Background: an optimization exercise with open tools, aiming at small area, a short achievable clock period and few clock cycles per item. Do not read the settings as production practice. RTL that was checked went through simulation tests only; none was proved equivalent to the original.

==> flow/design.v <==
module cordic (
    input  wire               clk,
    input  wire               rst_n,
    input  wire               start,
    input  wire signed [15:0] angle_in,
    output wire signed [15:0] cos_out,
    output wire signed [15:0] sin_out,
    output reg                done
);
    localparam signed [15:0] K = 16'sd9949;
    reg signed [15:0] x, y, z;
    reg [3:0] cnt;       
    reg [3:0] cntb;      
    reg px;              
    reg busy;
    wire [15:0] atan_i =
          ({16{cnt == 4'd1}} & 16'h1DAC) | ({16{cnt == 4'd2}} & 16'h0FAE)
        | ({16{cnt == 4'd3}} & 16'h07F5) | ({16{cnt == 4'd4}} & 16'h03FF)
        | ({16{cnt == 4'd5}} & 16'h0200) | ({16{cnt == 4'd6}} & 16'h0100)
        | ({16{cnt == 4'd7}} & 16'h0080) | ({16{cnt == 4'd8}} & 16'h0040)
        | ({16{cnt == 4'd9}} & 16'h0020) | ({16{cnt == 4'd10}} & 16'h0010)
        | ({16{cnt == 4'd11}} & 16'h0008) | ({16{cnt == 4'd12}} & 16'h0004)
        | ({16{cnt == 4'd13}} & 16'h0002) | ({16{cnt == 4'd14}} & 16'h0001);
    wire dz = ~z[15];                        
    wire signed [15:0] yc = y ^ {16{px}};
    wire signed [15:0] xc = x ^ {16{~px}};
    wire signed [15:0] ysh = yc >>> cnt;
    wire signed [15:0] xsh = xc >>> (~cntb);
    wire [15:0] x_n = x + ysh + {15'd0, px};
    wire [15:0] y_n = y + xsh + {15'd0, ~px};
    wire d0 = ~angle_in[15];
    wire [15:0] za = start ? angle_in : z;
    wire [15:0] ata = start ? 16'h3244 : atan_i;
    wire        dza = start ? d0 : dz;
    wire [15:0] z_n = za + (ata ^ {16{dza}}) + {15'd0, dza};
    always @(posedge clk) begin
        if (start) begin
            x   <= K;
            y   <= d0 ? K : -K;
        end else begin
            x   <= x_n;
            y   <= y_n;
        end
        if (start) begin
            cnt  <= 4'd1;
            cntb <= ~4'd1;
        end else begin
            cnt  <= cnt + 4'd1;
            cntb <= cntb - 4'd1;
        end
    end
    always @(posedge clk) begin
        z  <= z_n;
        px <= ~z_n[15];
    end
    wire last = (cnt == 4'd14);
    always @(posedge clk or negedge rst_n) begin
        if (!rst_n) begin
            busy <= 1'b0;
            done <= 1'b0;
        end else begin
            busy <= start | (busy & ~last);
            done <= busy & last;
        end
    end
    assign cos_out = x;
    assign sin_out = y;
endmodule
make LEC_CHECK=0 ABC_AREA=1 CAP_MARGIN=20 CORE_MARGIN=2 CORE_UTILIZATION=55 SETUP_SLACK_MARGIN=3.5 SLEW_MARGIN=20 finish   # period 7.0 ns
run.sh (not shown) runs the stock make flow with config.mk's settings and CLKGATE_MAP_FILE= SYNTH_SCRIPT=/design/flow/synth_recipe.tcl, a recipe that flattens the netlist after the stock synthesis.
The starting point ran to the end with no violations.
Testbench counts at the start, summed over its fixed seeds: cycles 24,008, items 1,600.
Then changed:
--- a/flow/design.v
+++ b/flow/design.v
@@ -11,23 +11,34 @@
     reg signed [15:0] x, y, z;
     reg [3:0] cnt;       
     reg [3:0] cntb;      
-    reg px;              
     reg busy;
-    wire [15:0] atan_i =
-          ({16{cnt == 4'd1}} & 16'h1DAC) | ({16{cnt == 4'd2}} & 16'h0FAE)
-        | ({16{cnt == 4'd3}} & 16'h07F5) | ({16{cnt == 4'd4}} & 16'h03FF)
-        | ({16{cnt == 4'd5}} & 16'h0200) | ({16{cnt == 4'd6}} & 16'h0100)
-        | ({16{cnt == 4'd7}} & 16'h0080) | ({16{cnt == 4'd8}} & 16'h0040)
-        | ({16{cnt == 4'd9}} & 16'h0020) | ({16{cnt == 4'd10}} & 16'h0010)
-        | ({16{cnt == 4'd11}} & 16'h0008) | ({16{cnt == 4'd12}} & 16'h0004)
-        | ({16{cnt == 4'd13}} & 16'h0002) | ({16{cnt == 4'd14}} & 16'h0001);
+    reg [15:0] atan_i;
+    always @(*) begin
+        case (cnt)
+            4'd1:    atan_i = 16'h1DAC;
+            4'd2:    atan_i = 16'h0FAE;
+            4'd3:    atan_i = 16'h07F5;
+            4'd4:    atan_i = 16'h03FF;
+            4'd5:    atan_i = 16'h0200;
+            4'd6:    atan_i = 16'h0100;
+            4'd7:    atan_i = 16'h0080;
+            4'd8:    atan_i = 16'h0040;
+            4'd9:    atan_i = 16'h0020;
+            4'd10:   atan_i = 16'h0010;
+            4'd11:   atan_i = 16'h0008;
+            4'd12:   atan_i = 16'h0004;
+            4'd13:   atan_i = 16'h0002;
+            4'd14:   atan_i = 16'h0001;
+            default: atan_i = 16'h0000;
+        endcase
+    end
     wire dz = ~z[15];                        
-    wire signed [15:0] yc = y ^ {16{px}};
-    wire signed [15:0] xc = x ^ {16{~px}};
+    wire signed [15:0] yc = y ^ {16{dz}};
+    wire signed [15:0] xc = x ^ {16{~dz}};
     wire signed [15:0] ysh = yc >>> cnt;
     wire signed [15:0] xsh = xc >>> (~cntb);
-    wire [15:0] x_n = x + ysh + {15'd0, px};
-    wire [15:0] y_n = y + xsh + {15'd0, ~px};
+    wire [15:0] x_n = x + ysh + {15'd0, dz};
+    wire [15:0] y_n = y + xsh + {15'd0, ~dz};
     wire d0 = ~angle_in[15];
     wire [15:0] za = start ? angle_in : z;
     wire [15:0] ata = start ? 16'h3244 : atan_i;
@@ -49,10 +60,7 @@
             cntb <= cntb - 4'd1;
         end
     end
-    always @(posedge clk) begin
-        z  <= z_n;
-        px <= ~z_n[15];
-    end
+    always @(posedge clk) z <= z_n;
     wire last = (cnt == 4'd14);
     always @(posedge clk or negedge rst_n) begin
         if (!rst_n) begin
Cell area goes up by 7.6%; setup slack gains 82 ps; count of clock-buffer cells in the layout decreases by 2; die area went up by 11%; routed wire length increases by 1.4%; global-route usage drops by 1.5 points; first-iteration DRC count drops by 17%; via count increases by 4.7%; final cell count rises by 11%; sequential share of layout area went up by 1.8 points; clock skew is about the same.
No functional check of the RTL was part of the second run of this note.

what the ideal ports hide:
The flow's constraints put no driver on any port. The routed layouts listed below were extracted and timed again, unchanged, in two steps.
Step 1 (the two cells are an assumption about what drives the block):
set clk [get_ports {clk}]
set_driving_cell -lib_cell sky130_fd_sc_hd__clkbuf_16 $clk
set_driving_cell -lib_cell sky130_fd_sc_hd__buf_2 [delete_from_list [all_inputs] $clk]
Step 2 moves the port delays by t, midway between the first and last clock arrival at a register: inputs arrive t later, outputs are due t later. That takes back most of the time a late clock gives input paths.
Three values: ideal, step 1, step 2; two values: the first two.
run	t, ns	setup slack, ns	clock arrival spread, ns	pins driven straight from the clock port
the first run	0.379	3.617 / 3.631 / 3.252	0.015 / 0.016	1
the second run	0.380	3.699 / 3.722 / 3.343	0.013 / 0.013	1
After both steps setup and hold are still met in every run listed. The setup slack of the first run, which loses most, moves by +0.014 ns with the drivers and by -0.365 ns with both steps.
